This is an optimization exercise on Yosys and OpenROAD, whose aim is small area and a short achievable clock period, not a production implementation.
RTL that was checked went through simulation tests only; none was proved equivalent to the original.
Only the layout flow was run in runs 5 and 6; the RTL was not checked for function there.
Power is estimated from default activity; no workload was simulated.

==> flow/design.v <==
module csa_fa (
    input  a,
    input  b,
    input  c,
    output s,
    output co
);
    assign s = a ^ b ^ c;
    assign co = (a & b) | (a & c) | (b & c);
endmodule
module csa_ha (
    input  a,
    input  b,
    output s,
    output co
);
    assign s = a ^ b;
    assign co = a & b;
endmodule
module csa_han (
    input  a,
    input  b,
    output s,
    output co
);
    assign s = ~(a ^ b);
    assign co = a | b;
endmodule
module sigmoid_activation #(
    parameter WIDTH = 16,
    parameter FRAC_BITS = 11
)(
    input  [15:0] x,
    output [15:0] y
);
    wire neg_sat = x[15] & ~(x[14] & x[13]);
    wire pos_sat = ~x[15] & (x[14] | (x[13] & (|x[12:0])));
    wire [15:0] lin = {~x[15], x[15], x[15], x[15:3]};
    assign y = pos_sat ? 16'hFFFF : (neg_sat ? 16'h0000 : lin);
endmodule
module mac_unit (
    input  clk,
    input  rst_n,
    input  enable,
    input  clear_acc,
    input  [7:0] input_data,
    input  [7:0] weight,
    output [15:0] mac_out,
    output [15:0] activated_out,
    output valid,
    output overflow
);
    reg [9:0] lo_l;
    reg [5:0] up_s;    
    reg [5:0] up_c;
    reg        up_ci;
    reg [15:0] acc_hi;
    reg        hi_p;
    reg        overflow_reg;
    reg        valid_reg;
    wire [5:0] ur_g = up_s & up_c;
    wire [5:0] ur_p = up_s ^ up_c;
    wire ur_g0c = ur_g[0] | (ur_p[0] & up_ci);
    wire ur_g1_1 = ur_g[1] | (ur_p[1] & ur_g0c);
    wire ur_g1_3 = ur_g[3] | (ur_p[3] & ur_g[2]);
    wire ur_p1_3 = ur_p[3] & ur_p[2];
    wire ur_g1_5 = ur_g[5] | (ur_p[5] & ur_g[4]);
    wire ur_p1_5 = ur_p[5] & ur_p[4];
    wire ur_g2_2 = ur_g[2] | (ur_p[2] & ur_g1_1);
    wire ur_g2_3 = ur_g1_3 | (ur_p1_3 & ur_g1_1);
    wire ur_g3_4 = ur_g[4] | (ur_p[4] & ur_g2_3);
    wire ur_g3_5 = ur_g1_5 | (ur_p1_5 & ur_g2_3);
    wire [5:0] ur_s = ur_p ^ {ur_g3_4, ur_g2_3, ur_g2_2, ur_g1_1, ur_g0c, up_ci};
    wire ur_co = ur_g3_5;
    wire [15:0] acc = {ur_s, lo_l};
    wire hi_inc = hi_p | ur_co;
    wire ovf = overflow_reg | (hi_inc & (&acc_hi));
    wire [15:0] hi_n = (acc_hi + {15'd0, hi_inc}) & {16{~clear_acc}};
    wire [7:0] a_g = input_data & {8{enable}};
    wire [15:0] lo_m = acc & {16{~clear_acc}};
    wire [63:0] ppt;
    wire [15:0] acct = lo_m;
    genvar gi, gj;
    generate
        for (gi = 0; gi < 8; gi = gi + 1) begin : g_pp_i
            for (gj = 0; gj < 8; gj = gj + 1) begin : g_pp_j
                assign ppt[gi*8+gj] = (a_g[gi] & weight[gj]);
            end
        end
    endgenerate
    wire ts1, tc2, ts3, tc4, ts5, tc6, ts7, tc8, ts9, tc10, ts11, tc12, ts13, tc14, ts15, tc16, ts17, tc18, ts19, tc20, ts21, tc22, ts23, tc24, ts25, tc26, ts27, tc28, ts29, tc30, ts31, tc32, ts33, tc34, ts35, tc36, ts37, tc38, ts39, tc40, ts41, tc42, ts43, tc44, ts45, tc46, ts47, tc48, ts49, tc50, ts51, tc52, ts53, tc54, ts55, tc56, ts57, tc58, ts59, tc60, ts61, tc62, ts63, tc64, ts65, tc66, ts67, tc68, ts69, tc70, ts71, tc72, ts73, tc74, ts75, tc76, ts77, tc78, ts79, tc80, ts81, tc82, ts83, tc84, ts85, tc86, ts87, tc88, ts89, tc90, ts91, tc92, ts93, tc94, ts95, tc96, ts97, tc98, ts99, tc100, ts101, tc102, ts103, tc104, ts105, tc106, ts107, tc108, ts109, tc110, ts111, tc112;
    csa_ha u_ts1 (.a(acct[5]), .b(ppt[12]), .s(ts1), .co(tc2));
    csa_fa u_ts3 (.a(acct[6]), .b(ppt[13]), .c(ppt[20]), .s(ts3), .co(tc4));
    csa_ha u_ts5 (.a(ppt[27]), .b(ppt[34]), .s(ts5), .co(tc6));
    csa_fa u_ts7 (.a(acct[7]), .b(ppt[14]), .c(ppt[21]), .s(ts7), .co(tc8));
    csa_fa u_ts9 (.a(ppt[28]), .b(ppt[35]), .c(ppt[42]), .s(ts9), .co(tc10));
    csa_ha u_ts11 (.a(ppt[49]), .b(ppt[56]), .s(ts11), .co(tc12));
    csa_fa u_ts13 (.a(acct[8]), .b(ppt[15]), .c(ppt[22]), .s(ts13), .co(tc14));
    csa_fa u_ts15 (.a(ppt[29]), .b(ppt[36]), .c(ppt[43]), .s(ts15), .co(tc16));
    csa_ha u_ts17 (.a(ppt[50]), .b(ppt[57]), .s(ts17), .co(tc18));
    csa_fa u_ts19 (.a(acct[9]), .b(ppt[23]), .c(ppt[30]), .s(ts19), .co(tc20));
    csa_fa u_ts21 (.a(ppt[37]), .b(ppt[44]), .c(ppt[51]), .s(ts21), .co(tc22));
    csa_fa u_ts23 (.a(acct[10]), .b(ppt[31]), .c(ppt[38]), .s(ts23), .co(tc24));
    csa_ha u_ts25 (.a(acct[3]), .b(ppt[10]), .s(ts25), .co(tc26));
    csa_fa u_ts27 (.a(acct[4]), .b(ppt[11]), .c(ppt[18]), .s(ts27), .co(tc28));
    csa_ha u_ts29 (.a(ppt[25]), .b(ppt[32]), .s(ts29), .co(tc30));
    csa_fa u_ts31 (.a(ppt[19]), .b(ppt[26]), .c(ppt[33]), .s(ts31), .co(tc32));
    csa_fa u_ts33 (.a(ppt[40]), .b(ppt[5]), .c(ts1), .s(ts33), .co(tc34));
    csa_fa u_ts35 (.a(ppt[41]), .b(ppt[48]), .c(ppt[6]), .s(ts35), .co(tc36));
    csa_fa u_ts37 (.a(tc2), .b(ts5), .c(ts3), .s(ts37), .co(tc38));
    csa_fa u_ts39 (.a(ppt[7]), .b(tc6), .c(ts11), .s(ts39), .co(tc40));
    csa_fa u_ts41 (.a(tc4), .b(ts7), .c(ts9), .s(ts41), .co(tc42));
    csa_fa u_ts43 (.a(tc12), .b(ts17), .c(tc10), .s(ts43), .co(tc44));
    csa_fa u_ts45 (.a(tc8), .b(ts13), .c(ts15), .s(ts45), .co(tc46));
    csa_fa u_ts47 (.a(ppt[58]), .b(tc18), .c(tc14), .s(ts47), .co(tc48));
    csa_fa u_ts49 (.a(tc16), .b(ts19), .c(ts21), .s(ts49), .co(tc50));
    csa_fa u_ts51 (.a(ppt[45]), .b(ppt[52]), .c(ppt[59]), .s(ts51), .co(tc52));
    csa_fa u_ts53 (.a(tc20), .b(tc22), .c(ts23), .s(ts53), .co(tc54));
    csa_fa u_ts55 (.a(acct[11]), .b(ppt[39]), .c(ppt[46]), .s(ts55), .co(tc56));
    csa_fa u_ts57 (.a(ppt[53]), .b(ppt[60]), .c(tc24), .s(ts57), .co(tc58));
    csa_fa u_ts59 (.a(acct[12]), .b(ppt[47]), .c(ppt[54]), .s(ts59), .co(tc60));
    csa_ha u_ts61 (.a(acct[2]), .b(ppt[16]), .s(ts61), .co(tc62));
    csa_fa u_ts63 (.a(ppt[17]), .b(ppt[24]), .c(ppt[3]), .s(ts63), .co(tc64));
    csa_fa u_ts65 (.a(ppt[4]), .b(tc26), .c(ts29), .s(ts65), .co(tc66));
    csa_fa u_ts67 (.a(tc30), .b(tc28), .c(ts31), .s(ts67), .co(tc68));
    csa_fa u_ts69 (.a(tc32), .b(ts35), .c(tc34), .s(ts69), .co(tc70));
    csa_fa u_ts71 (.a(tc36), .b(ts39), .c(tc38), .s(ts71), .co(tc72));
    csa_fa u_ts73 (.a(tc40), .b(ts43), .c(tc42), .s(ts73), .co(tc74));
    csa_fa u_ts75 (.a(tc44), .b(ts47), .c(tc46), .s(ts75), .co(tc76));
    csa_fa u_ts77 (.a(ts51), .b(tc48), .c(tc50), .s(ts77), .co(tc78));
    csa_fa u_ts79 (.a(tc52), .b(ts55), .c(ts57), .s(ts79), .co(tc80));
    csa_fa u_ts81 (.a(ppt[61]), .b(tc56), .c(ts59), .s(ts81), .co(tc82));
    csa_fa u_ts83 (.a(acct[13]), .b(ppt[55]), .c(ppt[62]), .s(ts83), .co(tc84));
    csa_ha u_ts85 (.a(acct[1]), .b(ppt[1]), .s(ts85), .co(tc86));
    csa_fa u_ts87 (.a(ppt[2]), .b(ppt[9]), .c(ts61), .s(ts87), .co(tc88));
    csa_fa u_ts89 (.a(tc62), .b(ts25), .c(ts63), .s(ts89), .co(tc90));
    csa_fa u_ts91 (.a(tc64), .b(ts27), .c(ts65), .s(ts91), .co(tc92));
    csa_fa u_ts93 (.a(tc66), .b(ts33), .c(ts67), .s(ts93), .co(tc94));
    csa_fa u_ts95 (.a(tc68), .b(ts37), .c(ts69), .s(ts95), .co(tc96));
    csa_fa u_ts97 (.a(ts41), .b(tc70), .c(ts71), .s(ts97), .co(tc98));
    csa_fa u_ts99 (.a(ts45), .b(tc72), .c(ts73), .s(ts99), .co(tc100));
    csa_fa u_ts101 (.a(ts49), .b(tc74), .c(ts75), .s(ts101), .co(tc102));
    csa_fa u_ts103 (.a(ts53), .b(tc76), .c(ts77), .s(ts103), .co(tc104));
    csa_fa u_ts105 (.a(tc54), .b(tc78), .c(ts79), .s(ts105), .co(tc106));
    csa_fa u_ts107 (.a(tc58), .b(ts81), .c(tc80), .s(ts107), .co(tc108));
    csa_fa u_ts109 (.a(tc60), .b(ts83), .c(tc82), .s(ts109), .co(tc110));
    csa_fa u_ts111 (.a(acct[14]), .b(ppt[63]), .c(tc84), .s(ts111), .co(tc112));
    wire [15:0] row_a = {acct[15], ts111, ts109, tc106, tc104, tc102, tc100, tc98, tc96, tc94, tc92, tc90, tc88, tc86, ppt[8], acct[0]};
    wire [15:0] row_b = {tc112, tc110, tc108, ts107, ts105, ts103, ts101, ts99, ts97, ts95, ts93, ts91, ts89, ts87, ts85, ppt[0]};
    wire [9:0] lr_g = row_a[9:0] & row_b[9:0];
    wire [9:0] lr_p = row_a[9:0] ^ row_b[9:0];
    wire lr_g1_1 = lr_g[1] | (lr_p[1] & lr_g[0]);
    wire lr_g1_3 = lr_g[3] | (lr_p[3] & lr_g[2]);
    wire lr_p1_3 = lr_p[3] & lr_p[2];
    wire lr_g1_5 = lr_g[5] | (lr_p[5] & lr_g[4]);
    wire lr_p1_5 = lr_p[5] & lr_p[4];
    wire lr_g1_7 = lr_g[7] | (lr_p[7] & lr_g[6]);
    wire lr_p1_7 = lr_p[7] & lr_p[6];
    wire lr_g1_9 = lr_g[9] | (lr_p[9] & lr_g[8]);
    wire lr_p1_9 = lr_p[9] & lr_p[8];
    wire lr_g2_2 = lr_g[2] | (lr_p[2] & lr_g1_1);
    wire lr_g2_3 = lr_g1_3 | (lr_p1_3 & lr_g1_1);
    wire lr_g2_6 = lr_g[6] | (lr_p[6] & lr_g1_5);
    wire lr_p2_6 = lr_p[6] & lr_p1_5;
    wire lr_g2_7 = lr_g1_7 | (lr_p1_7 & lr_g1_5);
    wire lr_p2_7 = lr_p1_7 & lr_p1_5;
    wire lr_g3_4 = lr_g[4] | (lr_p[4] & lr_g2_3);
    wire lr_g3_5 = lr_g1_5 | (lr_p1_5 & lr_g2_3);
    wire lr_g3_6 = lr_g2_6 | (lr_p2_6 & lr_g2_3);
    wire lr_g3_7 = lr_g2_7 | (lr_p2_7 & lr_g2_3);
    wire lr_g4_8 = lr_g[8] | (lr_p[8] & lr_g3_7);
    wire lr_g4_9 = lr_g1_9 | (lr_p1_9 & lr_g3_7);
    wire [9:0] lr_s = lr_p ^ {lr_g4_8, lr_g3_7, lr_g3_6, lr_g3_5, lr_g3_4, lr_g2_3, lr_g2_2, lr_g1_1, lr_g[0], 1'b0};
    wire lr_co = lr_g4_9;
    wire c16 = 1'b0;
    always @(posedge clk or negedge rst_n) begin
        if (!rst_n) begin
            lo_l <= 10'd0;
            up_s <= 6'd0;
            up_c <= 6'd0;
            up_ci <= 1'b0;
            acc_hi <= 16'd0;
            hi_p <= 1'b0;
            overflow_reg <= 1'b0;
            valid_reg <= 1'b0;
        end else begin
            lo_l <= lr_s;
            up_s <= row_a[15:10];
            up_c <= row_b[15:10];
            up_ci <= lr_co;
            acc_hi <= hi_n;
            hi_p <= c16;
            overflow_reg <= ~clear_acc & ovf;
            valid_reg <= enable;
        end
    end
    assign overflow = ovf;
    assign valid = valid_reg;
    assign mac_out = acc;
    sigmoid_activation activation (
        .x(acc),
        .y(activated_out)
    );
endmodule
module mac_array (
    input  clk,
    input  rst_n,
    input  [3:0] enable,
    input  [3:0] clear_acc,
    input  [31:0] input_data,
    input  [31:0] weight,
    output [63:0] mac_out,
    output [63:0] activated_out,
    output [3:0] valid,
    output [3:0] overflow
);
    genvar i;
    generate
        for (i = 0; i < 4; i = i + 1) begin : mac_channels
            mac_unit mac_inst (
                .clk(clk),
                .rst_n(rst_n),
                .enable(enable[i]),
                .clear_acc(clear_acc[i]),
                .input_data(input_data[8*i+7:8*i]),
                .weight(weight[8*i+7:8*i]),
                .mac_out(mac_out[16*i+15:16*i]),
                .activated_out(activated_out[16*i+15:16*i]),
                .valid(valid[i]),
                .overflow(overflow[i])
            );
        end
    endgenerate
endmodule
==> flow/flow/run.sh <==
#!/bin/bash
# Layout flow: the standard ORFS flow with two changes.
#  1. Synthesis extracts full/half adder cells only inside the carry-save
#     cells (csa_fa, csa_ha); the other adders are left to ABC, so their
#     carry chains are not built from slow full-adder cells.  Registers are
#     untouched, so they match the standard synthesis.
#  2. The port buffers use the smallest buffer cell; timing repair upsizes
#     the ones on critical paths.
set -euo pipefail
HERE=$PWD
sed 's/^\(  extract_fa {\*}\[dont_use_extract_fa_args\]\)$/\1 csa_fa csa_ha/' \
  "$FLOW_HOME/scripts/synth.tcl" > "$HERE/synth_sel.tcl"
grep -q 'dont_use_extract_fa_args\] csa_fa csa_ha' "$HERE/synth_sel.tcl"
sed "s#^source \$::env(SCRIPTS_DIR)/synth.tcl\$#source $HERE/synth_sel.tcl#" \
  "$HERE/synth_recipe.tcl" > "$HERE/synth_recipe_sel.tcl"
grep -q "source $HERE/synth_sel.tcl" "$HERE/synth_recipe_sel.tcl"
export BUFFER_PORTS_ARGS="-buffer_cell sky130_fd_sc_hd__buf_1"
bash standard.sh SYNTH_SCRIPT="$HERE/synth_recipe_sel.tcl" finish > standard.log 2>&1
==> flow/standard.sh <==
#!/bin/bash
# synth_recipe.tcl (not shown) runs the flow's synth.tcl, then flattens the netlist and writes it again
# the make line also repeats each setting of config.mk as NAME=value (left out here)
make -C /OpenROAD-flow-scripts/flow DESIGN_CONFIG=/design/flow/config.mk WORK_HOME=/design/flow/orfs CLKGATE_MAP_FILE= SYNTH_SCRIPT=/design/flow/synth_recipe.tcl "${@:-finish}"
==> flow/config.mk <==
export PLATFORM = sky130hd
export DESIGN_NAME = mac_array
export DESIGN_NICKNAME = mac_array
export VERILOG_FILES = /design/flow/design.v
export SDC_FILE = /design/flow/constraint.sdc
export NUM_CORES = 4
export LEC_CHECK = 0
export CAP_MARGIN = 20
export CORE_MARGIN = 2
export CORE_UTILIZATION = 40
export CTS_BUF_LIST = sky130_fd_sc_hd__clkbuf_4 sky130_fd_sc_hd__clkbuf_8
export SETUP_SLACK_MARGIN = 3.8
export SLEW_MARGIN = 20
export SYNTH_HIERARCHICAL = 1
==> flow/constraint.sdc <==
create_clock -name core_clock -period 8.5 [get_ports {clk}]
set_input_delay 1.7000 -clock core_clock [delete_from_list [all_inputs] [get_ports {clk}]]
set_output_delay 1.7000 -clock core_clock [all_outputs]
set_load 0.01 [all_outputs]
==> flow_metrics.env, run 1 <==
export IMPL_diodes=0
export IMPL_io_pins=210
export IMPL_vias_per_cell=5.46
export IMPL_biggestRegsByFlops="mac_channels.mac_inst.acc_hi x64, mac_channels.mac_inst.lo_l x40"
export IMPL_ys_seq_elements=164
export IMPL_slew_viol_final=0
export IMPL_grt_overflow=0
export IMPL_path_clk_slew_ns=0.09
export IMPL_synthFlopType="dfrtp_1"
export IMPL_synth_area_um2=15400
export IMPL_fin_skew_ns=0.0129
export IMPL_cts_hold_buf=0
export IMPL_dp_cells=2149
export IMPL_timing_hold_ws_ns=0.555
export IMPL_r2r_end="mac_channels[1].mac_inst.lo_l[9]"
export IMPL_avgRoutedWirePerCell_um=17.2
export IMPL_fin_crit_sh_pct=53.9
export IMPL_drt_iter0_drc=841
export IMPL_grt_max_degree=76
export IMPL_drcViolationCount=0
export IMPL_dieArea_um2=40100
export IMPL_syn_to_final_growth_pct=12.2
export IMPL_r2r_start="mac_channels[1].mac_inst.lo_l[7]"
export IMPL_firstDrtPassIters=5
export IMPL_max_freq_mhz=218
export IMPL_vias=12000
export IMPL_synth_edf_count=0
export IMPL_drive_gt1_share_pct=7.57
export IMPL_yosysWarnings=7
export IMPL_worst_endpoint_arrival_ns=2.88
export IMPL_status="no timing/DRC/antenna violations"
export IMPL_place_area_um2=16600
export IMPL_coreArea_um2=37800
export IMPL_ys_seq_area_share_pct=26.6
export IMPL_end_kind="output pin"
export IMPL_numPortBuffers=209
export IMPL_p_per_area_nw_per_um2=285
export IMPL_post_route_min_period_ns=4.58
export IMPL_numCtsBuffers=17
export IMPL_ir_drop_v=0.000370
export IMPL_total_power_mw=4.93
export IMPL_worstMarginPinSlew_ns=0.944
export IMPL_worstSetupPathType="reg -> out"
export IMPL_dp_hpwl_um=28000
export IMPL_floorplan_rows=71
export IMPL_min_to="mac_channels[1].mac_inst.acc_hi[13]"
export IMPL_start_util_pct=40.8
export IMPL_async_reset_ff_share_pct=100
export IMPL_htree_levels=4
export IMPL_worstPathRequired_ns=6.80
export IMPL_clock_sinks=164
export IMPL_grt_pass1_wl_um=63400
export IMPL_grt_pass1_vias=12000
export IMPL_antenna_found_initial=0
export IMPL_setup_worst_path_start_class="flip-flop"
export IMPL_min_path_cells=2
export IMPL_hold_start="mac_channels[1].mac_inst.acc_hi[13]"
export IMPL_synth_area_per_cell_um2=10.3
export IMPL_p_leak_nw=7.90
export IMPL_clockBufferDepth=2
export IMPL_syn_num_nets=1786
export IMPL_r2r_setup_slack_ns=5.02
export IMPL_final_area_um2=17300
export IMPL_largest_reg_flops=64
export IMPL_maxSlewHeadroom_pct=37.1
export IMPL_startpoint="mac_channels[0].mac_inst.up_ci"
export IMPL_die_x_um=200
export IMPL_cts_root_buffer="clkbuf_8"
export IMPL_postSynthCellCount=1488
export IMPL_cts_tree="yes"
export IMPL_finalSetupTns_ns=0
export IMPL_pre_cts_slack_ns=3.03
export IMPL_instances_no_fill=2188
export IMPL_routed_wl_um=37700
export IMPL_num_nets_final=1963
export IMPL_largest_register="mac_channels.mac_inst.acc_hi"
export IMPL_layout_setup_ws_ns=3.92
export IMPL_reg2reg_depth=9
export IMPL_setup_viol=0
export IMPL_drtAntennaViolNets=0
export IMPL_synth_cell_types=46
export IMPL_fp_dieH_um=200
export IMPL_rsz0062_at_grt="yes"
export IMPL_worstPathMaxFanout=13
export IMPL_finalHoldViolCount=0
export IMPL_utilization_pct=45.8
export IMPL_hold_path_class="reg -> reg"
export IMPL_place_gp_congestion=0.843
export IMPL_cap_violations=0
export IMPL_clock_latency_ns=0.48
export IMPL_grtUsageTotal_pct=19.4
==> Yosys stat by module, one instance, submodules excluded, a selection <==
module              cell area (µm²)  cells inside  times used  flip-flops and latches
csa_fa                         20.0             1         192                       0
mac_unit                       2610           290           4                      41
sigmoid_activation              180            26           4                       0
csa_ha                         12.5             1          32                       0
==> what timing repair did <==
item | CTS | global route
pin swaps | 3 | 7
setup buffers | 0 | 7
cloned | 1 | 0
resized for setup | 23 | 39
endpoints found under the setup margin | 67 | 63
==> routing by layer <==
layer	up-vias	global-route usage, %	routed length [µm]
li1	5577	-	-
met1	6037	27.5	17300
met2	301	31.3	18100
met3	36	2.73	1690
met4	0	5.12	576
met5	-	0	0
==> area by class of cell <==
type / instances / area (µm²)
Timing Repair Buffer: 225 / 970
Fill cell: 3618 / 20500
Inverter: 20 / 75.1
Clock inverter: 14 / 165
Tap cell: 511 / 639
Sequential cell: 164 / 4100
Multi-Input combinational cell: 1237 / 11100
Clock buffer: 17 / 234
==> synthesized netlist by cell type, types with 8 or more instances <==
cell type / instances / area, µm²
nor3_1: 24 / 120
nand2_1: 76 / 285
dfrtp_1: 164 / 4100
a31oi_1: 8 / 50.1
a22oi_1: 8 / 60.1
nor4_1: 24 / 150
or3_1: 8 / 50.1
o211ai_1: 8 / 60.1
maj3_1: 16 / 160
fa_1: 192 / 3840
inv_1: 20 / 75.1
o31ai_1: 12 / 90.1
nor2b_1: 68 / 425
o2bb2ai_1: 44 / 385
ha_1: 32 / 400
buf_4: 8 / 60.1
buf_6: 8 / 90.1
o22ai_1: 8 / 50.1
nand2b_1: 12 / 75.1
a21oi_1: 36 / 180
clkbuf_1: 48 / 180
xor2_1: 12 / 105
nor2_1: 76 / 285
o21ai_0: 52 / 260
xnor2_1: 160 / 1400
nand3_1: 24 / 120
and3_1: 256 / 1600
a21o_1: 8 / 60.1
and2_1: 8 / 50.1
==> how the worst max path moves through the flow <==
stage / end / slack, ns / depth (start not counted)
floorplan: mac_channels[0].mac_inst.lo_l[9] / 3.75 / 11
global placement: mac_channels[3].mac_inst.lo_l[9] / 3.12 / 10
detailed placement: mac_channels[0].mac_inst.lo_l[9] / 3.03 / 10
CTS: activated_out[32] / 3.81 / 10
global route: activated_out[12] / 3.75 / 10
finish: activated_out[0] / 3.92 / 10
==> critical path, cell delays in order (launching register included) <==
cell and delay (ns):
dfrtp_1 0.41, maj3_2 0.35, a211o_1 0.36, nand2_1 0.11, o21ai_0 0.13, xnor2_1 0.33, inv_1 0.10, o21ai_0 0.10
buf_4 0.23, o2bb2ai_1 0.13, buf_1 0.15
==> power by group <==
group          switching [mW]  internal [mW]
clock network           0.328          0.268
registers               0.230          0.960
logic                    1.83           1.31
==> cell families after synthesis <==
logic type / Yosys count / share of synthesized area, %
compound gates: 212 / 9.68
xor+xnor: 172 / 9.78
buf+inv: 88 / 2.76
simple gates: 608 / 22.2
flops: 164 / 26.6
fa+ha+maj: 244 / 28.9
==> placed cells by master, fill, tap and decap left out, types with 6 or more instances in the layout <==
| master | netlist | layout |
|---|---|---|
| a21oi_1 | 36 | 36 |
| a31oi_1 | 8 | 8 |
| ha_1 | 32 | 32 |
| maj3_1 | 16 | 12 |
| xor2_1 | 12 | 12 |
| nand2_1 | 76 | 71 |
| xnor2_2 | 0 | 6 |
| xnor2_1 | 160 | 153 |
| fa_1 | 192 | 188 |
| maj3_2 | 4 | 8 |
| buf_4 | 8 | 11 |
| inv_6 | 0 | 7 |
| nand3_1 | 24 | 24 |
| o31ai_1 | 12 | 12 |
| and3_1 | 256 | 248 |
| clkbuf_8 | 0 | 18 |
| nor2b_1 | 68 | 67 |
| inv_1 | 20 | 20 |
| o22ai_1 | 8 | 8 |
| o21ai_0 | 52 | 41 |
| o211ai_1 | 8 | 8 |
| dfrtp_1 | 164 | 164 |
| buf_6 | 8 | 6 |
| nand2b_1 | 12 | 12 |
| buf_1 | 0 | 198 |
| nor3_1 | 24 | 24 |
| o2bb2ai_1 | 44 | 43 |
| and3_4 | 0 | 8 |
| nor2_1 | 76 | 72 |
| clkbuf_2 | 0 | 7 |
| nor4_2 | 4 | 7 |
| or3_1 | 8 | 8 |
| nor4_1 | 24 | 21 |
| o21ai_1 | 0 | 8 |
| a22oi_1 | 8 | 8 |
| a21o_1 | 8 | 8 |
==> run 2: changes to the inputs <==
--- a/flow/config.mk
+++ b/flow/config.mk
@@ -8,5 +8,5 @@
 export CAP_MARGIN = 20
 export CORE_MARGIN = 2
-export CORE_UTILIZATION = 40
+export CORE_UTILIZATION = 50
 export CTS_BUF_LIST = sky130_fd_sc_hd__clkbuf_4 sky130_fd_sc_hd__clkbuf_8
 export SETUP_SLACK_MARGIN = 3.8
==> run 2 against run 1 <==
Count of clock-buffer cells in the layout did not move. Die area shrank 20%. Sequential share of layout area grew 0.11 points. Non-clock buffer count grew 1. First-iteration DRC count fell by 12%. Area after synthesis is the same. Critical endpoint is now activated_out[20].
==> flow_metrics.env, run 2 <==
export IMPL_cts_root_buffer="clkbuf_8"
export IMPL_seqCellArea_um2=4100
export IMPL_firstDrtPassIters=5
export IMPL_dp_hpwl_um=27100
export IMPL_ir_drop_v=0.000245
export IMPL_coreArea_um2=30400
export IMPL_synth_cell_types=46
export IMPL_p_leak_nw=7.92
export IMPL_place_gp_congestion=0.858
export IMPL_utilization_pct=56.5
export IMPL_floorplan_rows=64
export IMPL_dieArea_um2=32200
export IMPL_clock_latency_ns=0.49
export IMPL_netlist_area_leader_share_pct=26.6
export IMPL_fill_cells=2756
export IMPL_synth_area_per_cell_um2=10.3
export IMPL_clockBufferDepth=2
export IMPL_yosysWarnings=7
export IMPL_setup_worst_path_start_class="flip-flop"
export IMPL_fin_crit_sh_pct=53.5
export IMPL_critical_path_top_delay_family="adder cells"
export IMPL_most_common_layout_cells="and3_1, buf_1, fa_1"
export IMPL_switching_share_pct=48.8
export IMPL_finalSetupTns_ns=0
export IMPL_fp_dieH_um=179
export IMPL_ys_seq_area_share_pct=26.6
export IMPL_finalHoldViolCount=0
export IMPL_worstPathMaxFanout=10
export IMPL_drt_iter0_drc=744
export IMPL_grt_max_degree=70
export IMPL_worstPathRequired_ns=6.80
export IMPL_synthFlopType="dfrtp_1"
export IMPL_dr_wl_met2_um=18400
export IMPL_cap_violations=0
export IMPL_routed_wl_um=37400
export IMPL_synth_area_leaders="dfrtp_1, fa_1, and3_1"
export IMPL_max_freq_mhz=220
export IMPL_io_pins=210
export IMPL_grt_pass1_vias=11600
export IMPL_setup_viol=0
export IMPL_worstMarginPinSlew_ns=0.873
export IMPL_clock_sinks=164
export IMPL_pwr_share_comb_pct=64.4
export IMPL_drtAntennaViolNets=0
export IMPL_avgRoutedWirePerCell_um=18.0
export IMPL_rsz0062_at_grt="yes"
export IMPL_end_kind="output pin"
export IMPL_grt_pass1_wl_um=61300
export IMPL_num_nets_final=1966
export IMPL_async_reset_ff_share_pct=100
export IMPL_clkPwrFrac_pct=11.8
export IMPL_maxSlewHeadroom_pct=41.8
export IMPL_syn_num_nets=1786
export IMPL_slew_viol_final=0
export IMPL_diodes=0
export IMPL_largest_register="mac_channels.mac_inst.acc_hi"
export IMPL_biggestRegsByFlops="mac_channels.mac_inst.acc_hi x64, mac_channels.mac_inst.lo_l x40"
export IMPL_antenna_found_initial=0
export IMPL_p_seq_share_pct=23.8
export IMPL_htree_levels=4
export IMPL_yosysMostFrequentCell="and3_1"
export IMPL_hold_path_class="reg -> reg"
export IMPL_start_util_pct=50.6
export IMPL_p_int_mw=2.56
export IMPL_top_layer_used="met4"
export IMPL_numPortBuffers=209
export IMPL_postSynthCellCount=1488
export IMPL_vias=12000
export IMPL_layout_commonest_cell="and3_1"
export IMPL_post_route_min_period_ns=4.55
export IMPL_drcViolationCount=0
export IMPL_max_stage_delay_ns=0.44
export IMPL_cts_tree="yes"
export IMPL_crit_chain="maj3_2 > a21o_1 > maj3_1 > xnor2_4 > nand2_1 > nand2_4 > o2bb2ai_1 > buf_1"
export IMPL_total_power_mw=5.00
export IMPL_largest_reg_flops=64
export IMPL_grt_overflow=0
export IMPL_met3WireLength_um=1530
export IMPL_met1_length_um=16900
export IMPL_cts_hold_buf=0
export IMPL_synth_top_cell_by_area="dfrtp_1"
export IMPL_worstSetupPathType="reg -> out"
export IMPL_drive_gt1_share_pct=7.91
export IMPL_worst_endpoint_arrival_ns=2.85
export IMPL_place_area_um2=16500
export IMPL_switchingPower_mw=2.44
export IMPL_synth_area_um2=15400
export IMPL_numCtsBuffers=17
export IMPL_timing_hold_ws_ns=0.551
export IMPL_worst_path_max_delay_cell="maj3_1"
export IMPL_ys_seq_elements=164
export IMPL_p_per_area_nw_per_um2=291
export IMPL_multiInputGateArea_um2=11200
export IMPL_synth_edf_count=0
export IMPL_path_clk_slew_ns=0.11
export IMPL_fin_skew_ns=0.0128
export IMPL_syn_to_final_growth_pct=11.7
export IMPL_die_x_um=179
export IMPL_worst_path_buf_inv=1
export IMPL_synthTopCellsByCount="and3_1, fa_1, dfrtp_1, xnor2_1"
export IMPL_final_area_um2=17200
export IMPL_status="no timing/DRC/antenna violations"
export IMPL_vias_per_cell=5.75
export IMPL_grtUsageTotal_pct=23.4
==> run 2: worst paths after layout <==
kind	start	slack, ns	to	cells after the start
setup / recovery	mac_channels[1].mac_inst.up_c[0]	3.95	activated_out[20]	8
hold / removal	mac_channels[2].mac_inst.acc_hi[14]	0.55	mac_channels[2].mac_inst.acc_hi[14]	2
setup reg to reg	mac_channels[1].mac_inst.lo_l[7]	5.03	mac_channels[1].mac_inst.lo_l[9]	9
hold reg to reg	mac_channels[2].mac_inst.acc_hi[14]	0.55	mac_channels[2].mac_inst.acc_hi[14]	2
max in group asynchronous	rst_n	5.99	mac_channels[2].mac_inst.acc_hi[1]	2
min in group asynchronous	rst_n	1.20	mac_channels[1].mac_inst.lo_l[0]	1
==> run 2: timing repair <==
item | 4_1_cts | 5_1_grt
endpoints found under the setup margin | 66 | 67
setup buffers | 1 | 6
resized for setup | 24 | 51
pin swaps | 1 | 13
gates cloned | 0 | 4
==> run 2: layout make-up <==
type	instances	area share, %
clock buffers	17	1.36
flip-flops and latches	164	23.9
multi-input cells	1239	64.9
clock inverters	15	0.924
inverters	20	0.436
repair buffers	226	5.67
well taps	396	2.88
==> run 2: routing by layer <==
metal	GRT usage, %	up-vias
li1	-	5598
met5	0	-
met1	32.9	6058
met4	6.08	0
met3	3.32	32
met2	38.3	265
==> run 2: power by group through the flow <==
stage | Sequential, mW | Combinational (mW) | Clock [mW]
detailed placement | 1.20 | 3.02 | 0
global route | 1.22 | 3.55 | 0.651
CTS | 1.19 | 3.08 | 0.619
floorplan | 1.15 | 2.19 | 0
global placement | 1.20 | 2.97 | 0
finish | 1.19 | 3.22 | 0.592
==> run 2: tightest hold or removal path, stage by stage, from the launching register on <==
cell     delay (ns)
dfrtp_1        0.37
xnor2_1        0.12
nor2_1         0.04
==> run 2: logic make-up (layout without fill, tap and decap cells) <==
kind of cell	after synthesis	count (layout)	synth area share [%]
buf+inv	88	278	2.76
xor+xnor	172	172	9.78
fa+ha+maj	244	244	28.9
compound gates	212	212	9.68
simple gates	608	611	22.2
flops	164	164	26.6
==> run 2: Yosys stat by module, one instance, submodules excluded, excerpt <==
module	times used	flip-flops and latches	area, µm²	cells
csa_fa	192	0	20.0	1
sigmoid_activation	4	0	180	26
csa_ha	32	0	12.5	1
mac_unit	4	41	2610	290
==> run 2: stage by stage <==
step                      worst slack (ns)  instances
after global routing                  3.77       2077
after global placement                3.10       2034
final                                 3.95       2077
after detailed placement              3.03       2034
after CTS                             3.79       2067
after floorplan                       3.75       1488
==> run 3: changes to the inputs <==
--- a/flow/config.mk
+++ b/flow/config.mk
@@ -8,6 +8,7 @@
 export CAP_MARGIN = 20
 export CORE_MARGIN = 2
-export CORE_UTILIZATION = 50
-export CTS_BUF_LIST = sky130_fd_sc_hd__clkbuf_4 sky130_fd_sc_hd__clkbuf_8
+export CORE_UTILIZATION = 40
+export CTS_BUF_LIST = sky130_fd_sc_hd__clkbuf_8
+export CTS_CLUSTER_SIZE = 30
 export SETUP_SLACK_MARGIN = 3.8
 export SLEW_MARGIN = 20
==> run 3 against run 2 <==
Critical path type unchanged. Flip-flop and latch count unchanged. Count of clock-buffer cells in the layout unchanged. Still clean on timing, DRC and antenna. Critical path depth increased by 2. Worst setup slack got worse by 0.030 ns. Die area increased by 24%.
==> flow_metrics.env, run 3 <==
export IMPL_status="no timing/DRC/antenna violations"
export IMPL_fin_skew_ns=0.0129
export IMPL_final_area_um2=17300
export IMPL_numCtsBuffers=17
export IMPL_clock_sinks=164
export IMPL_yosysWarnings=7
export IMPL_vias_per_cell=5.46
export IMPL_hold_path_class="reg -> reg"
export IMPL_dieArea_um2=40100
export IMPL_synth_area_um2=15400
export IMPL_dr_wl_met2_um=18100
export IMPL_synthTopCellsByCount="and3_1, fa_1, dfrtp_1, xnor2_1"
export IMPL_start_util_pct=40.8
export IMPL_yosysMostFrequentCell="and3_1"
export IMPL_worstMarginPinSlew_ns=0.944
export IMPL_worstSetupPathType="reg -> out"
export IMPL_num_nets_final=1963
export IMPL_grt_max_degree=76
export IMPL_max_freq_mhz=218
export IMPL_largest_register="mac_channels.mac_inst.acc_hi"
export IMPL_synth_top_cell_by_area="dfrtp_1"
export IMPL_antenna_found_initial=0
export IMPL_clock_latency_ns=0.48
export IMPL_setup_viol=0
export IMPL_firstDrtPassIters=5
export IMPL_coreArea_um2=37800
export IMPL_rsz0062_at_grt="yes"
export IMPL_cts_tree="yes"
export IMPL_async_reset_ff_share_pct=100
export IMPL_fp_dieH_um=200
export IMPL_floorplan_rows=71
export IMPL_worstPathRequired_ns=6.80
export IMPL_p_leak_nw=7.90
export IMPL_htree_levels=4
export IMPL_met3WireLength_um=1690
export IMPL_io_pins=210
export IMPL_synth_edf_count=0
export IMPL_ir_drop_v=0.000370
export IMPL_timing_hold_ws_ns=0.555
export IMPL_cts_root_buffer="clkbuf_8"
export IMPL_routed_wl_um=37700
export IMPL_grtUsageTotal_pct=19.4
export IMPL_synth_area_per_cell_um2=10.3
export IMPL_most_common_layout_cells="and3_1, buf_1, fa_1"
export IMPL_drive_gt1_share_pct=7.57
export IMPL_layout_commonest_cell="and3_1"
export IMPL_drtAntennaViolNets=0
export IMPL_cts_hold_buf=0
export IMPL_worst_endpoint_arrival_ns=2.88
export IMPL_grt_overflow=0
export IMPL_path_clk_slew_ns=0.09
export IMPL_biggestRegsByFlops="mac_channels.mac_inst.acc_hi x64, mac_channels.mac_inst.lo_l x40"
export IMPL_syn_num_nets=1786
export IMPL_end_kind="output pin"
export IMPL_die_x_um=200
export IMPL_drcViolationCount=0
export IMPL_dp_hpwl_um=28000
export IMPL_finalSetupTns_ns=0
export IMPL_largest_reg_flops=64
export IMPL_syn_to_final_growth_pct=12.2
export IMPL_top_layer_used="met4"
export IMPL_netlist_area_leader_share_pct=26.6
export IMPL_place_area_um2=16600
export IMPL_drt_iter0_drc=841
export IMPL_grt_pass1_wl_um=63400
export IMPL_clockBufferDepth=2
export IMPL_p_per_area_nw_per_um2=285
export IMPL_worstPathMaxFanout=13
export IMPL_synth_cell_types=46
export IMPL_postSynthCellCount=1488
export IMPL_met1_length_um=17300
export IMPL_total_power_mw=4.93
export IMPL_maxSlewHeadroom_pct=37.1
export IMPL_cap_violations=0
export IMPL_diodes=0
export IMPL_synth_area_leaders="dfrtp_1, fa_1, and3_1"
export IMPL_slew_viol_final=0
export IMPL_place_gp_congestion=0.843
export IMPL_pre_cts_slack_ns=3.03
export IMPL_grt_pass1_vias=12000
export IMPL_synthFlopType="dfrtp_1"
export IMPL_ys_seq_area_share_pct=26.6
export IMPL_numPortBuffers=209
export IMPL_finalHoldViolCount=0
export IMPL_fin_crit_sh_pct=53.9
export IMPL_avgRoutedWirePerCell_um=17.2
export IMPL_vias=12000
export IMPL_setup_worst_path_start_class="flip-flop"
export IMPL_post_route_min_period_ns=4.58
export IMPL_layout_setup_ws_ns=3.92
export IMPL_ys_seq_elements=164
run 3: through the flow:
| step | instances | utilization (%) |
|---|---|---|
| floorplan | 1488 | - |
| global placement | 2149 | 44.0 |
| detailed placement | 2149 | 44.0 |
| CTS | 2181 | 45.3 |
| global route | 2188 | 45.8 |
| finish | 2188 | 45.8 |
run 3: layout make-up:
| class | count | area (µm²) |
|---|---|---|
| fill | 3618 | 20500 |
| tap | 511 | 639 |
| clock inverter | 14 | 165 |
| multi-input combinational | 1237 | 11100 |
| sequential | 164 | 4100 |
| inverter | 20 | 75.1 |
| timing repair buffer | 225 | 970 |
| clock buffer | 17 | 234 |
run 3: logic make-up after synthesis:
family / after synthesis / synth area share (%)
compound gates: 212 / 9.68
xor+xnor: 172 / 9.78
fa+ha+maj: 244 / 28.9
buf+inv: 88 / 2.76
flops: 164 / 26.6
simple gates: 608 / 22.2
run 3: metal layers:
layer	vias up	GRT usage, %
met5	-	0
met4	0	5.12
met3	36	2.73
met2	301	31.3
met1	6037	27.5
li1	5577	-
run 3: worst paths after layout:
path | startpoint | to | slack, ns | cells after the start
worst max register to register | mac_channels[1].mac_inst.lo_l[7] | mac_channels[1].mac_inst.lo_l[9] | 5.02 | 9
worst min-delay path | mac_channels[1].mac_inst.acc_hi[13] | mac_channels[1].mac_inst.acc_hi[13] | 0.55 | 2
min in group asynchronous | rst_n | mac_channels[1].mac_inst.lo_l[5] | 1.16 | 1
worst min register to register | mac_channels[1].mac_inst.acc_hi[13] | mac_channels[1].mac_inst.acc_hi[13] | 0.55 | 2
worst max-delay path | mac_channels[0].mac_inst.up_ci | activated_out[0] | 3.92 | 10
max in group asynchronous | rst_n | mac_channels[2].mac_inst.acc_hi[1] | 6.03 | 2
run 3: per-module statistics from Yosys (local to each module, per instance), a selection:
module	cells inside	area (µm²)	times used	flops+latches
csa_fa	1	20.0	192	0
sigmoid_activation	26	180	4	0
mac_unit	290	2610	4	41
csa_ha	1	12.5	32	0
run 3: what timing repair did:
action / CTS / global route
hold endpoints to repair: 0 / 0
setup buffers: 0 / 7
pin swaps: 3 / 7
cloned: 1 / 0
gates resized for setup: 23 / 39
endpoints found under the setup margin: 67 / 63
run 3: worst max-delay path, stage by stage (launching register included):
cell and delay, ns:
dfrtp_1 0.41, maj3_2 0.35, a211o_1 0.36, nand2_1 0.11, o21ai_0 0.13, xnor2_1 0.33, inv_1 0.10, o21ai_0 0.10
buf_4 0.23, o2bb2ai_1 0.13, buf_1 0.15
run 3: power breakdown:
part           switching, mW  leakage (nW)  total, mW  internal, mW
registers              0.230          2.16       1.19         0.960
logic                   1.83          5.54       3.15          1.31
clock network          0.328         0.197      0.596         0.268
total                   2.39          7.90       4.93          2.54
==> run 4: changes to the inputs <==
--- a/flow/flow/run.sh
+++ b/flow/flow/run.sh
@@ -15,4 +15,4 @@
   "$HERE/synth_recipe.tcl" > "$HERE/synth_recipe_sel.tcl"
 grep -q "source $HERE/synth_sel.tcl" "$HERE/synth_recipe_sel.tcl"
-export BUFFER_PORTS_ARGS="-buffer_cell sky130_fd_sc_hd__buf_1"
+export BUFFER_PORTS_ARGS="-buffer_cell sky130_fd_sc_hd__buf_2"
 bash standard.sh SYNTH_SCRIPT="$HERE/synth_recipe_sel.tcl" finish > standard.log 2>&1
--- a/flow/config.mk
+++ b/flow/config.mk
@@ -9,7 +9,6 @@
 export CORE_MARGIN = 2
 export CORE_UTILIZATION = 40
-export CTS_BUF_LIST = sky130_fd_sc_hd__clkbuf_8
-export CTS_CLUSTER_SIZE = 30
-export SETUP_SLACK_MARGIN = 3.8
+export CTS_BUF_LIST = sky130_fd_sc_hd__clkbuf_4 sky130_fd_sc_hd__clkbuf_8
+export SETUP_SLACK_MARGIN = 3.7
 export SLEW_MARGIN = 20
 export SYNTH_HIERARCHICAL = 1
==> run 4 against run 3 <==
Still clean. First-iteration DRC count fell by 19%. Synthesized cell count unchanged. Clock power is 4.2% higher. Cell count fell by 0.41%. Count of clock-buffer cells in the layout rose by 4. Critical path depth is 2 lower. Global-route usage down 0.19 points. Routed wire length shrank 1.2%. Sequential share of layout area shrank 0.060 points. Register-to-register slack barely moved. Critical endpoint is now activated_out[9]. Highest routed layer unchanged.
==> flow_metrics.env, run 4 <==
export IMPL_pwr_share_comb_pct=63.7
export IMPL_yosysMostFrequentCell="and3_1"
export IMPL_synth_area_um2=15400
export IMPL_p_int_mw=2.68
export IMPL_avgRoutedWirePerCell_um=17.1
export IMPL_dieArea_um2=40100
export IMPL_p_per_area_nw_per_um2=288
export IMPL_grt_pass1_wl_um=63100
export IMPL_grt_pass1_vias=12100
export IMPL_drive_gt1_share_pct=17.1
export IMPL_grt_max_degree=98
export IMPL_async_reset_ff_share_pct=100
export IMPL_maxSlewHeadroom_pct=35.2
export IMPL_p_seq_share_pct=23.8
export IMPL_r2r_start="mac_channels[0].mac_inst.lo_l[6]"
export IMPL_clkPwrFrac_pct=12.5
export IMPL_netlist_area_leader_share_pct=26.6
export IMPL_min_to="mac_channels[3].mac_inst.acc_hi[14]"
export IMPL_hold_start="mac_channels[3].mac_inst.acc_hi[14]"
export IMPL_status="no timing/DRC/antenna violations"
export IMPL_firstDrtPassIters=5
export IMPL_worstSetupPathType="reg -> out"
export IMPL_slew_viol_final=0
export IMPL_synthTopCellsByCount="and3_1, fa_1, dfrtp_1, xnor2_1"
export IMPL_place_gp_congestion=0.842
export IMPL_drt_iter0_drc=678
export IMPL_cts_tree="yes"
export IMPL_dp_cells=2144
export IMPL_worstPathMaxFanout=10
export IMPL_cap_violations=0
export IMPL_drcViolationCount=0
export IMPL_syn_num_nets=1786
export IMPL_synth_edf_count=0
export IMPL_end_kind="output pin"
export IMPL_p_leak_nw=8.35
export IMPL_dp_hpwl_um=27800
export IMPL_ys_seq_area_share_pct=26.6
export IMPL_instances_no_fill=2179
export IMPL_synth_area_leaders="dfrtp_1, fa_1, and3_1"
export IMPL_routed_wl_um=37200
export IMPL_grtUsageMet3_pct=2.68
export IMPL_fin_crit_sh_pct=54.3
export IMPL_finalSetupTns_ns=0
export IMPL_grt_busiest_layer="met2"
export IMPL_min_path_cells=2
export IMPL_numPortBuffers=209
export IMPL_hold_path_class="reg -> reg"
export IMPL_clockBufferDepth=2
export IMPL_synth_cell_types=46
export IMPL_rsz0062_at_grt="no"
export IMPL_die_x_um=200
export IMPL_antenna_found_initial=0
export IMPL_cts_root_buffer="clkbuf_8"
export IMPL_worstPathRequired_ns=6.80
export IMPL_io_pins=210
export IMPL_setup_viol=0
export IMPL_clock_sinks=164
export IMPL_grt_use_met2_pct=31.5
export IMPL_numCtsBuffers=17
export IMPL_vias_per_cell=5.46
export IMPL_grtUsageTotal_pct=19.2
export IMPL_fin_skew_ns=0.0107
export IMPL_r2r_setup_slack_ns=5.01
export IMPL_layout_commonest_cell="and3_1"
export IMPL_fp_dieH_um=200
export IMPL_floorplan_rows=71
export IMPL_finalHoldViolCount=0
export IMPL_max_freq_mhz=217
export IMPL_biggestRegsByFlops="mac_channels.mac_inst.acc_hi x64, mac_channels.mac_inst.lo_l x40"
export IMPL_largest_register="mac_channels.mac_inst.acc_hi"
export IMPL_ir_drop_v=0.000354
export IMPL_synth_area_per_cell_um2=10.3
export IMPL_grt_overflow=0
export IMPL_syn_to_final_growth_pct=12.5
export IMPL_met1_usage_pct=26.3
export IMPL_most_common_layout_cells="and3_1, buf_2, fa_1"
export IMPL_drtAntennaViolNets=0
export IMPL_num_nets_final=1953
export IMPL_post_route_min_period_ns=4.62
export IMPL_switchingPower_mw=2.30
export IMPL_vias=11900
export IMPL_synthFlopType="dfrtp_1"
export IMPL_coreArea_um2=37800
export IMPL_start_util_pct=40.8
export IMPL_postSynthCellCount=1488
export IMPL_diodes=0
export IMPL_switching_share_pct=46.2
export IMPL_synth_top_cell_by_area="dfrtp_1"
export IMPL_yosysWarnings=7
export IMPL_clock_latency_ns=0.49
export IMPL_startpoint="mac_channels[0].mac_inst.up_ci"
export IMPL_worstMarginPinSlew_ns=0.972
export IMPL_path_clk_slew_ns=0.09
export IMPL_r2r_end="mac_channels[0].mac_inst.lo_l[9]"
export IMPL_setup_worst_path_start_class="flip-flop"
export IMPL_reg2reg_depth=9
export IMPL_largest_reg_flops=64
export IMPL_worst_endpoint_arrival_ns=2.92
export IMPL_htree_levels=4
export IMPL_ys_seq_elements=164
==> run 4: layout make-up <==
class	count	area [µm²]
clock inverter	11	151
sequential	164	4100
inverter	20	75.1
clock buffer	21	277
tap	511	639
fill	3594	20400
multi-input combinational	1236	11000
timing repair buffer	216	1120
==> run 4: Yosys stat by module (local to each module, per instance), a selection <==
module	flip-flops and latches	cells
sigmoid_activation	0	26
csa_ha	0	1
mac_unit	41	290
csa_fa	0	1
==> run 4: repair_timing <==
| item | CTS | global route |
|---|---|---|
| pin swaps | 0 | 4 |
| hold buffers | 0 | 0 |
| gates resized for setup | 13 | 21 |
| buffers inserted | 0 | 3 |
| endpoints found under the setup margin | 53 | 50 |
==> run 4: layer usage <==
| metal | vias up | routed length (µm) |
|---|---|---|
| li1 | 5570 | - |
| met1 | 5981 | 16900 |
| met2 | 305 | 17900 |
| met3 | 48 | 1670 |
| met4 | 0 | 754 |
| met5 | - | 0 |
==> run 4: cells by family (layout without fill, tap and decap cells) <==
logic type	count (synthesis)	after routing	synth area share, %
DFF	164	164	26.6
AOI/OAI and AO/OA	212	212	9.68
buffers and inverters	88	268	2.76
and+or+nand+nor	608	608	22.2
adders and majority gates	244	244	28.9
xor gates and xnor gates	172	172	9.78
==> run 4: power groups by stage <==
stage / clock network (mW) / registers, mW / logic [mW]
after detailed placement: 0 / 1.20 / 3.13
after floorplan: 0 / 1.15 / 2.16
final: 0.621 / 1.19 / 3.18
after global routing: 0.677 / 1.22 / 3.53
after global placement: 0 / 1.20 / 3.08
after CTS: 0.646 / 1.19 / 3.17
==> run 4: worst max-delay path, cell delays in order, from the launching register on <==
cell and delay, ns:
dfrtp_1 0.41, maj3_2 0.35, a21o_1 0.22, maj3_1 0.36
xnor2_1 0.34, nand2_1 0.16, nand2_1 0.29, o2bb2ai_1 0.15
buf_2 0.15
==> run 4: through the flow <==
stage	hold WS (ns)	utilization, %	worst slack, ns	cell area, µm²	total power, mW
after floorplan	0.510	-	3.71	15400	3.31
after global placement	0.527	44.4	3.22	16800	4.28
after detailed placement	0.532	44.4	3.13	16800	4.34
after CTS	0.555	45.6	3.71	17200	5.00
after global routing	0.569	45.9	3.71	17300	5.43
final	0.554	45.9	3.88	17300	4.98
==> run 4: worst max path at each step <==
stage / endpoint / slack (ns) / cells after the start
after CTS: activated_out[25] / 3.71 / 8
after global routing: activated_out[12] / 3.71 / 9
after floorplan: mac_channels[0].mac_inst.lo_l[9] / 3.71 / 11
after detailed placement: mac_channels[0].mac_inst.lo_l[9] / 3.13 / 10
after global placement: mac_channels[2].mac_inst.lo_l[9] / 3.22 / 10
final: activated_out[9] / 3.88 / 8
==> run 5: changes to the inputs <==
--- a/flow/design.v
+++ b/flow/design.v
@@ -26,4 +26,11 @@
     assign s = ~(a ^ b);
     assign co = a | b;
+endmodule
+module op_gate (
+    input  [7:0] d,
+    input  en,
+    output [7:0] q
+);
+    assign q = d & {8{en}};
 endmodule
 module sigmoid_activation #(
@@ -77,5 +84,6 @@
     wire ovf = overflow_reg | (hi_inc & (&acc_hi));
     wire [15:0] hi_n = (acc_hi + {15'd0, hi_inc}) & {16{~clear_acc}};
-    wire [7:0] a_g = input_data & {8{enable}};
+    wire [7:0] a_g;
+    op_gate u_gate (.d(input_data), .en(enable), .q(a_g));
     wire [15:0] lo_m = acc & {16{~clear_acc}};
     wire [63:0] ppt;
--- a/flow/flow/run.sh
+++ b/flow/flow/run.sh
@@ -15,4 +15,4 @@
   "$HERE/synth_recipe.tcl" > "$HERE/synth_recipe_sel.tcl"
 grep -q "source $HERE/synth_sel.tcl" "$HERE/synth_recipe_sel.tcl"
-export BUFFER_PORTS_ARGS="-buffer_cell sky130_fd_sc_hd__buf_2"
+export BUFFER_PORTS_ARGS="-buffer_cell sky130_fd_sc_hd__buf_1"
 bash standard.sh SYNTH_SCRIPT="$HERE/synth_recipe_sel.tcl" finish > standard.log 2>&1
--- a/flow/config.mk
+++ b/flow/config.mk
@@ -10,5 +10,5 @@
 export CORE_UTILIZATION = 40
 export CTS_BUF_LIST = sky130_fd_sc_hd__clkbuf_4 sky130_fd_sc_hd__clkbuf_8
-export SETUP_SLACK_MARGIN = 3.7
+export SETUP_SLACK_MARGIN = 3.8
 export SLEW_MARGIN = 20
 export SYNTH_HIERARCHICAL = 1
==> run 5 against run 4 <==
Combinational power is 24% higher. Cell count is 5.2% higher. Sequential share of layout area is 2.3 points lower. Non-clock buffer count is 99 higher. Critical endpoint is now mac_channels[1].mac_inst.up_ci. Largest power group unchanged.
==> flow_metrics.env, run 5 <==
export IMPL_htree_levels=4
export IMPL_p_leak_nw=8.33
export IMPL_firstDrtPassIters=5
export IMPL_yosysMostFrequentCell="and2_1"
export IMPL_dieArea_um2=40200
export IMPL_antenna_found_initial=0
export IMPL_synth_area_um2=15400
export IMPL_synthTopCellsByCount="and2_1, fa_1, dfrtp_1, xnor2_1, nand2_1"
export IMPL_start_util_pct=40.8
export IMPL_syn_num_nets=1778
export IMPL_slew_viol_final=0
export IMPL_utilization_pct=50.7
export IMPL_numPortBuffers=209
export IMPL_maxSlewHeadroom_pct=35.8
export IMPL_synth_compound_area_share_pct=9.27
export IMPL_worstSetupPathType="in -> reg"
export IMPL_path_clk_slew_ns=0.09
export IMPL_io_pins=210
export IMPL_drtAntennaViolNets=0
export IMPL_setup_worst_path_start_class="input port"
export IMPL_routed_wl_um=39700
export IMPL_grtUsageTotal_pct=19.7
export IMPL_most_common_layout_cells="and2_1, fa_1, dfrtp_1"
export IMPL_layout_commonest_cell="and2_1"
export IMPL_die_x_um=200
export IMPL_finalHoldViolCount=0
export IMPL_worstPathRequired_ns=8.89
export IMPL_muxShareOfSynthArea_pct=0
export IMPL_synthFlopType="dfrtp_1"
export IMPL_max_freq_mhz=210
export IMPL_synth_xor_area_share_pct=9.08
export IMPL_ys_seq_area_share_pct=26.6
export IMPL_total_power_mw=5.68
export IMPL_netlist_area_leader_share_pct=26.6
export IMPL_worstPathMaxFanout=6
export IMPL_syn_to_final_growth_pct=24.4
export IMPL_synth_cell_types=44
export IMPL_status="no timing/DRC/antenna violations"
export IMPL_fin_crit_sh_pct=55.9
export IMPL_dp_hpwl_um=28400
export IMPL_clock_latency_ns=0.50
export IMPL_biggestRegsByFlops="mac_channels.mac_inst.acc_hi x64, mac_channels.mac_inst.lo_l x40"
export IMPL_cts_tree="yes"
export IMPL_drt_iter0_drc=548
export IMPL_fin_skew_ns=0.0162
export IMPL_ir_drop_v=0.000301
export IMPL_drive_gt1_share_pct=22.9
export IMPL_synth_top_cell_by_area="dfrtp_1"
export IMPL_cap_violations=0
export IMPL_setup_viol=0
export IMPL_vias=11700
export IMPL_worst_endpoint_arrival_ns=5.14
export IMPL_finalSetupTns_ns=0
export IMPL_post_route_min_period_ns=4.75
export IMPL_num_nets_final=2069
export IMPL_rsz0062_at_grt="yes"
export IMPL_grt_pass1_vias=12100
export IMPL_avgRoutedWirePerCell_um=17.3
export IMPL_ys_seq_elements=164
export IMPL_coreArea_um2=37800
export IMPL_grt_overflow=0
export IMPL_cts_hold_buf=0
export IMPL_clock_sinks=164
export IMPL_drcViolationCount=0
export IMPL_largest_reg_flops=64
export IMPL_end_kind="flip-flop"
export IMPL_grt_max_degree=65
export IMPL_synth_fa_ha_area_share_pct=28.9
export IMPL_worstMarginPinSlew_ns=0.962
export IMPL_synth_top_family_by_area="adder cells"
export IMPL_async_reset_ff_share_pct=100
export IMPL_yosys_area_share_simple_pct=23.9
export IMPL_p_per_area_nw_per_um2=296
export IMPL_synth_area_leaders="dfrtp_1, fa_1, and2_1"
export IMPL_vias_per_cell=5.12
export IMPL_diodes=0
export IMPL_synth_area_per_cell_um2=10.4
export IMPL_yosysWarnings=7
export IMPL_largest_register="mac_channels.mac_inst.acc_hi"
export IMPL_clockBufferDepth=2
export IMPL_synth_edf_count=0
export IMPL_postSynthCellCount=1480
export IMPL_floorplan_rows=71
export IMPL_place_gp_congestion=0.847
export IMPL_fp_dieH_um=200
export IMPL_hold_path_class="reg -> reg"
export IMPL_grt_pass1_wl_um=63800
export IMPL_cts_root_buffer="clkbuf_8"
export IMPL_numCtsBuffers=17
export IMPL_fill_cells=3465
[run 5: cell count changes after synthesis, sizes merged, moves of 16 or more]
cell    before  now
clkbuf      48   16
or2          4   24
and2         8  288
xnor2      160  124
nor4        28   12
nor3        24    4
or3          8   24
and3       256   12
xor2        12   36
[run 5: power by group]
group          internal [mW]  switching (mW)  leakage, nW
clock                  0.239           0.304        0.173
sequential             0.963           0.227         2.16
combinational           1.81            2.13         6.00
total                   3.01            2.66         8.33
[run 5: layer usage]
layer  up-vias  routed length [µm]  GRT usage [%]
li1       5532                   -              -
met1      5911               18000           26.9
met2       234               19500           32.3
met3        54                1410           2.97
met4         0                 862           6.32
met5         -                   0              0
[run 5: stage by stage]
step / instances / hold slack [ns] / cell area, µm² / setup WS, ns
2_1_floorplan: 1480 / 0.497 / 15500 / 3.26
5_1_grt: 2292 / 0.572 / 19200 / 3.67
3_5_place_dp: 2160 / 0.524 / 16700 / 2.76
3_3_place_gp: 2159 / 0.516 / 16700 / 2.87
4_1_cts: 2236 / 0.547 / 18000 / 3.78
6_report: 2292 / 0.545 / 19200 / 3.75
[run 5: path summary, 6_finish.rpt]
kind	start	endpoint	slack [ns]	cells past startpoint
hold / removal	mac_channels[1].mac_inst.acc_hi[3]	mac_channels[1].mac_inst.acc_hi[3]	0.54	2
min in group asynchronous	rst_n	mac_channels[1].mac_inst.lo_l[4]	1.37	1
setup / recovery	enable[1]	mac_channels[1].mac_inst.up_ci	3.75	13
max in group asynchronous	rst_n	mac_channels[0].mac_inst.acc_hi[1]	5.81	2
setup reg to reg	mac_channels[3].mac_inst.lo_l[5]	mac_channels[3].mac_inst.up_ci	4.65	12
hold reg to reg	mac_channels[1].mac_inst.acc_hi[3]	mac_channels[1].mac_inst.acc_hi[3]	0.54	2
[run 5: final cells by class]
class                   instances  area (µm²)  area share (%)
inverters                      24        92.6           0.482
clock buffers                  20         263            1.37
repair buffers                315        1990            10.4
multi-input cells            1249       12000            62.6
flip-flops and latches        164        4100            21.4
clock inverters                 9        85.1           0.443
well taps                     511         639            3.33
[run 5: cells by family (layout without fill, tap and decap cells)]
logic type                 Yosys count  count (layout)
adders and majority gates          244             244
AOI/OAI and AO/OA                  200             201
buffers and inverters               72             368
DFF                                164             164
xor gates and xnor gates           160             160
and+or+nand+nor                    640             644
[run 5: Yosys stat by module (local to each module, per instance), excerpt]
module	flops+latches	times used	area, µm²
csa_fa	0	192	20.0
csa_ha	0	32	12.5
mac_unit	41	4	2570
op_gate	0	4	50.0
sigmoid_activation	0	4	180
[run 5: worst max-delay path, stage by stage]
cell and delay, ns:
buf_12 0.11, and2_4 0.14, and2_4 0.16, fa_1 0.51, fa_1 0.52, fa_2 0.48
nor2_2 0.14, o21ai_2 0.07, a221oi_2 0.30, o31ai_2 0.12, maj3_2 0.32, maj3_2 0.33
a22o_1 0.24
[run 5: what timing repair did]
item                       CTS  global route
pin swaps                   74            81
setup endpoints to repair   71            70
setup buffers               43            46
resized for setup          169           165
cloned                       4            10
==> run 6: changes to the inputs <==
--- a/flow/design.v
+++ b/flow/design.v
@@ -26,11 +26,4 @@
     assign s = ~(a ^ b);
     assign co = a | b;
-endmodule
-module op_gate (
-    input  [7:0] d,
-    input  en,
-    output [7:0] q
-);
-    assign q = d & {8{en}};
 endmodule
 module sigmoid_activation #(
@@ -84,6 +77,5 @@
     wire ovf = overflow_reg | (hi_inc & (&acc_hi));
     wire [15:0] hi_n = (acc_hi + {15'd0, hi_inc}) & {16{~clear_acc}};
-    wire [7:0] a_g;
-    op_gate u_gate (.d(input_data), .en(enable), .q(a_g));
+    wire [7:0] a_g = input_data & {8{enable}};
     wire [15:0] lo_m = acc & {16{~clear_acc}};
     wire [63:0] ppt;
@@ -206,8 +198,8 @@
     assign valid = valid_reg;
     assign mac_out = acc;
-    sigmoid_activation activation (
-        .x(acc),
-        .y(activated_out)
-    );
+    wire neg_sat = acc[15] & ~(acc[14] & acc[13]);
+    wire pos_sat = ~acc[15] & (acc[14] | (acc[13] & (|acc[12:0])));
+    wire [15:0] lin = {~acc[15], acc[15], acc[15], acc[15:3]};
+    assign activated_out = pos_sat ? 16'hFFFF : (neg_sat ? 16'h0000 : lin);
 endmodule
 module mac_array (
==> run 6 against run 5 <==
Clock power grew 9.2%. Die area grew 2.8%. Synthesized cell count up 0.81%. Combinational power is 15% lower. Still clean on timing, DRC and antenna.
==> flow_metrics.env, run 6 <==
export IMPL_coreArea_um2=38900
export IMPL_fin_skew_ns=0.0153
export IMPL_slew_viol_final=0
export IMPL_async_reset_ff_share_pct=100
export IMPL_layout_setup_ws_ns=3.92
export IMPL_synth_area_um2=15900
export IMPL_clkPwrFrac_pct=11.6
export IMPL_clock_sinks=164
export IMPL_num_nets_final=1960
export IMPL_cts_root_buffer="clkbuf_8"
export IMPL_p_per_area_nw_per_um2=291
export IMPL_grtUsageTotal_pct=19.2
export IMPL_synth_top_cell_by_area="dfrtp_1"
export IMPL_grt_use_met2_pct=30.5
export IMPL_path_clk_slew_ns=0.09
export IMPL_max_freq_mhz=218
export IMPL_place_area_um2=17000
export IMPL_muxShareOfSynthArea_pct=0.378
export IMPL_setup_worst_path_start_class="flip-flop"
export IMPL_fp_dieH_um=203
export IMPL_synth_area_leaders="dfrtp_1, fa_1, and3_1"
export IMPL_grt_overflow=0
export IMPL_grtUsageMet3_pct=3.82
export IMPL_vias=11900
export IMPL_switchingPower_mw=2.47
export IMPL_maxSlewHeadroom_pct=46.8
export IMPL_drt_iter0_drc=733
export IMPL_yosysMostFrequentCell="and3_1"
export IMPL_io_pins=210
export IMPL_floorplan_rows=72
export IMPL_biggestRegsByFlops="mac_channels.mac_inst.acc_hi x64, mac_channels.mac_inst.lo_l x40"
export IMPL_ys_seq_elements=164
export IMPL_grt_max_degree=77
export IMPL_worstSetupPathType="reg -> out"
export IMPL_cts_tree="yes"
export IMPL_place_gp_congestion=0.859
export IMPL_worstPathMaxFanout=10
export IMPL_numPortBuffers=209
export IMPL_diodes=0
export IMPL_antenna_found_initial=1
export IMPL_clock_latency_ns=0.50
export IMPL_drcViolationCount=0
export IMPL_finalSetupTns_ns=0
export IMPL_r2r_setup_slack_ns=5.03
export IMPL_r2r_start="mac_channels[3].mac_inst.lo_l[5]"
export IMPL_yosys_area_share_simple_pct=19.7
export IMPL_largest_reg_flops=64
export IMPL_avgRoutedWirePerCell_um=17.5
export IMPL_met1_usage_pct=26.7
export IMPL_postSynthCellCount=1492
export IMPL_start_util_pct=40.8
export IMPL_numCtsBuffers=17
export IMPL_netlist_area_leader_share_pct=25.8
export IMPL_hold_path_class="reg -> reg"
export IMPL_pwr_share_comb_pct=65.0
export IMPL_p_int_mw=2.65
export IMPL_end_kind="output pin"
export IMPL_ir_drop_v=0.000168
export IMPL_finalHoldViolCount=0
export IMPL_total_power_mw=5.12
export IMPL_hold_start="mac_channels[1].mac_inst.acc_hi[6]"
export IMPL_drtAntennaViolNets=0
export IMPL_syn_to_final_growth_pct=10.9
export IMPL_rsz0062_at_grt="yes"
export IMPL_largest_register="mac_channels.mac_inst.acc_hi"
export IMPL_synthTopCellsByCount="and3_1, fa_1, dfrtp_1, xnor2_1, nor2_1"
export IMPL_p_seq_share_pct=23.5
export IMPL_fin_crit_sh_pct=53.9
export IMPL_setup_viol=0
export IMPL_grt_pass1_wl_um=63900
export IMPL_cts_hold_buf=0
export IMPL_synth_area_per_cell_um2=10.6
export IMPL_layout_commonest_cell="and3_1"
export IMPL_pre_cts_slack_ns=2.85
export IMPL_worst_endpoint_arrival_ns=2.88
export IMPL_syn_num_nets=1790
export IMPL_switching_share_pct=48.2
export IMPL_timing_hold_ws_ns=0.533
export IMPL_synth_cell_types=56
export IMPL_drive_gt1_share_pct=8.48
export IMPL_yosysWarnings=7
export IMPL_firstDrtPassIters=4
export IMPL_synthFlopType="dfrtp_1"
export IMPL_grt_pass1_vias=12300
export IMPL_synth_top_family_by_area="adder cells"
export IMPL_synth_compound_area_share_pct=11.5
export IMPL_worstMarginPinSlew_ns=0.797
export IMPL_cap_violations=0
export IMPL_htree_levels=4
export IMPL_post_route_min_period_ns=4.58
export IMPL_die_x_um=203
export IMPL_clockBufferDepth=2
export IMPL_p_leak_nw=8.53
export IMPL_synth_fa_ha_area_share_pct=28.7
export IMPL_routed_wl_um=38400
export IMPL_status="no timing/DRC/antenna violations"
export IMPL_ys_seq_area_share_pct=25.8
export IMPL_startpoint="mac_channels[3].mac_inst.up_s[0]"
export IMPL_synth_xor_area_share_pct=9.96
export IMPL_vias_per_cell=5.43
export IMPL_grt_busiest_layer="met2"
export IMPL_final_area_um2=17600
export IMPL_worstPathRequired_ns=6.80
export IMPL_dieArea_um2=41300
export IMPL_synth_edf_count=0
export IMPL_most_common_layout_cells="and3_1, buf_1, fa_1"
export IMPL_dp_hpwl_um=28200
[run 6: changes by cell type after synthesis, moves of 20 or more]
cell,before,now
xnor2_1,124,104
clkbuf_1,16,44
nand2_1,76,32
buf_2,20,0
a21o_1,0,44
and3_1,12,256
o21ai_1,0,20
xor2_1,36,64
o211ai_1,0,20
and2_1,288,8
o2bb2ai_1,40,0
[run 6: cell type report]
| cell class | instances | area, µm² |
|---|---|---|
| multi-input cells | 1218 | 11400 |
| well taps | 518 | 648 |
| clock buffers | 23 | 292 |
| repair buffers | 221 | 960 |
| clock inverters | 9 | 103 |
| flip-flops and latches | 164 | 4100 |
| fillers | 3762 | 21300 |
| inverters | 40 | 150 |
[run 6: kinds of logic after synthesis]
logic type | count (synthesis)
buffers and inverters | 112
AO/OA/AOI/OAI | 248
multiplexers | 4
adder cells (fa/ha/maj) | 252
flip-flops | 164
XOR/XNOR | 172
AND/OR/NAND/NOR | 540
[run 6: stage by stage]
step                      utilization (%)  std cells
after CTS                            44.7       2188
final                                45.2       2193
after global routing                 45.2       2193
after floorplan                         -       1492
after global placement               43.6       2156
after detailed placement             43.6       2156
[run 6: per-module statistics from Yosys, one instance, submodules excluded, excerpt]
module    flops+latches  area (µm²)  cells inside  copies in the design
csa_fa                0        20.0             1                   192
csa_ha                0        12.5             1                    32
mac_unit             41        2910           317                     4
[run 6: power by group through the flow]
stage                     Sequential (mW)  Clock, mW  Combinational (mW)
after floorplan                      1.14          0                2.49
after global placement               1.21          0                3.15
after detailed placement             1.21          0                3.21
after CTS                            1.20      0.615                3.24
after global routing                 1.23      0.648                3.72
final                                1.20      0.593                3.33
[run 6: critical path: stages (launching register included)]
cell and delay, ns:
dfrtp_1 0.41, maj3_4 0.35, a221o_1 0.37, and3_4 0.21, nor2_4 0.20, o21ai_0 0.12
mux2_4 0.36, a21o_1 0.24, buf_1 0.13
[run 6: per-layer routing]
metal,wire [µm],share of wire (%)
met1,17400,45
met2,18300,48
met3,2080,5.4
met4,591,1.5
met5,13,0.034
[run 6: timing repair]
action | CTS | global route
setup endpoints to repair | 43 | 56
resized for setup | 11 | 41
pin swaps | 0 | 1
buffers inserted | 0 | 2
cloned | 0 | 2
[run 6: final timing paths]
check / endpoint / cells past startpoint
min in group asynchronous: mac_channels[1].mac_inst.valid_reg / 1
max in group asynchronous: mac_channels[3].mac_inst.acc_hi[3] / 2
worst max register to register: mac_channels[3].mac_inst.up_ci / 11
worst min-delay path: mac_channels[1].mac_inst.acc_hi[6] / 2
worst max-delay path: activated_out[55] / 8
worst min register to register: mac_channels[1].mac_inst.acc_hi[6] / 2

Setup slack of run 6, layout unchanged: 3.916 ns with ideal ports, 3.868 ns with driving cells assumed (clock clkbuf_16, inputs buf_2), 3.451 ns with port delays also shifted by the 0.537 ns mid clock arrival.
